This is an optimization exercise on Yosys and OpenROAD, whose aim is small area, a short achievable clock period and few clock cycles, not a production implementation. The RTL was checked by simulation tests, not by an equivalence proof against the original design. Power is estimated from default activity; no workload was simulated.

==> run a: inputs <==
Design LASER, start of the top module:
module LASER (
input CLK,
input RST,
input [3:0] X,
input [3:0] Y,
output reg [3:0] C1X,
output reg [3:0] C1Y,
output reg [3:0] C2X,
output reg [3:0] C2Y,
output reg DONE
);
clock: 13.0 ns
lec_check: 0
abc_area: 1
cap_margin: 20
core_margin: 2
core_utilization: 40
slew_margin: 20
standard.sh (not shown) runs the stock make flow with config.mk's settings and CLKGATE_MAP_FILE= SYNTH_SCRIPT=/design/flow/synth_recipe.tcl, a recipe that flattens the netlist after the stock synthesis.
==> flow/flow/run.sh <==
#!/bin/bash
# The standard layout (the standard.sh), except that
#  * synthesis swaps in cell netlists for the per-point blocks and the
#    adders (swap.tcl), and
#  * ORFS's timing repair (after floorplan, CTS and global routing) works
#    towards a setup slack of MARGIN ns at the design's clock period,
#    instead of only to a slack of 0, so that it sizes up the cells of the
#    longest paths.
set -euo pipefail
MARGIN=9.2
here=$(cd "$(dirname "$0")" && pwd)
work=$(dirname "$here")
cd "$work"
sed "s#^make -C #make SYNTH_CANONICALIZE_TCL=$here/swap.tcl SETUP_SLACK_MARGIN=$MARGIN MATCH_CELL_FOOTPRINT=0 -C #" standard.sh > swapped_standard.sh
grep -q "SYNTH_CANONICALIZE_TCL=" swapped_standard.sh
bash swapped_standard.sh > make.log 2>&1
Other scripts of this flow, unchanged in this note and not shown: flow/flow/gates.v, flow/flow/swap.tcl
==> inputs of run b, as changes to run a <==
--- a/flow/flow/run.sh
+++ b/flow/flow/run.sh
@@ -9,3 +9,3 @@
 set -euo pipefail
-MARGIN=9.2
+MARGIN=9.25
 here=$(cd "$(dirname "$0")" && pwd)
--- a/flow/config.mk
+++ b/flow/config.mk
@@ -10,3 +10,5 @@
 export CORE_MARGIN = 2
-export CORE_UTILIZATION = 40
+export CORE_UTILIZATION = 55
+export CTS_CLUSTER_DIAMETER = 100
+export CTS_CLUSTER_SIZE = 26
 export SLEW_MARGIN = 20
==> inputs of run c, as changes to run a <==
--- a/flow/flow/run.sh
+++ b/flow/flow/run.sh
@@ -9,3 +9,3 @@
 set -euo pipefail
-MARGIN=9.2
+MARGIN=9.35
 here=$(cd "$(dirname "$0")" && pwd)
--- a/flow/config.mk
+++ b/flow/config.mk
@@ -11,2 +11,4 @@
 export CORE_UTILIZATION = 40
+export CTS_CLUSTER_DIAMETER = 100
+export CTS_CLUSTER_SIZE = 22
 export SLEW_MARGIN = 20
==> notes <==
In sequential power, run a and run c hardly differ.
The highest sequential share of layout area belongs to run b, the lowest to run a.
In run c the die area is higher than in run b, by about 37%.
Via count is about the same in run a and run b.
Core utilization is about the same in run c and run a.
Final cell count, lowest first: run b, run c, run a.
Routed wire length, highest first: run c, run a, run b.
The highest first-iteration DRC count belongs to run b, the lowest to run a.
Against run a, the clock skew of run c is higher by 26 ps.
==> figures <==
                                                                                                 run a                    run b                    run c
Met3 usage in global routing                                                                   0.04773                  0.05983                  0.04587
Pre-CTS worst setup slack                                                                      8500 ps                  8592 ps                  8487 ps
Top power group                                                                                  clock         sequential cells         sequential cells
Worst Clk Skew                                                                                36.87 ps                 46.40 ps                 62.99 ps
Top achievable clock speed                                                                   260.5 MHz                262.9 MHz                262.7 MHz
Layout cell share with drive strength beyond 1                                                  0.1445                   0.1588                   0.1951
Clk Latency, worst-skew pair                                                                    690 ps                   640 ps                   670 ps
Clock buffer count from CTS                                                                         88                       39                       44
Post-route worst setup slack                                                                   9161 ps                  9196 ps                  9194 ps
Wire length of the first global-routing pass                                                249,100 µm               242,000 µm               249,700 µm
Filler-free cell count of the finished design                                                    7,780                    7,319                    7,760
Clock-pin slew reported for the worst setup and hold paths after clock tree synthesis            60 ps                   110 ps                    90 ps
Critical path buffers and inverters                                                                  1                        5                        1
Vias per inst                                                                                    5.654                    6.016                    5.653
Peak supply drop                                                                              77.93 µV                 100.4 µV                 82.10 µV
R2R Path Start                                                                          CL[30]$_DFF_P_       CNT[11][0]$_DFF_P_       CNT[11][1]$_DFF_P_
Post-route met1 wirelength                                                                   71,510 µm                68,840 µm                72,750 µm
Reg2Reg Capture Point                                                                  P[7][2]$_DFF_P_  colsel[6]$_SDFFCE_PP0N_  colsel[7]$_SDFFCE_PP0N_
Status                                                                        timing/DRC/antenna clean  timing/DRC/antenna clean  timing/DRC/antenna clean
Number of tapcells                                                                               1,536                    1,155                    1,536
Testbench counts of run a, summed over its fixed seeds: cycles 11,144.
Testbench counts of run b, summed over its fixed seeds: cycles 11,144.
Testbench counts of run c, summed over its fixed seeds: cycles 11,144.

[static timing again, ports no longer ideal]
No port has a modelled driver above. Below, the same layouts with a new extraction and two added sets of constraints. Step 1: set_driving_cell puts a clkbuf_16 on CLK and a buf_2 on each other input, an assumption about the parent block. Step 2 also shifts input and output timing later by t, the mid clock arrival at the registers, as if the neighbouring blocks saw the same clock. a / b / c = ideal ports / drivers / drivers and shift; a / b = the first two.
| run | t (ns) | setup WS [ns] | worst setup path at the end | latest minus earliest clock arrival (ns) | pins driven straight from the clock port |
|---|---|---|---|---|---|
| run a | 0.750 | 9.161 / 9.092 / 8.657 | input to register | 0.039 / 0.039 | 1 |
| run b | 0.693 | 9.196 / 9.135 / 8.730 | input to register | 0.048 / 0.048 | 1 |
| run c | 0.719 | 9.194 / 9.117 / 8.808 | input to register | 0.068 / 0.067 | 1 |
After both steps setup and hold are still met in every run listed. For run a, which loses most, drivers alone change the setup slack by -0.069 ns; drivers and shift together by -0.504 ns.
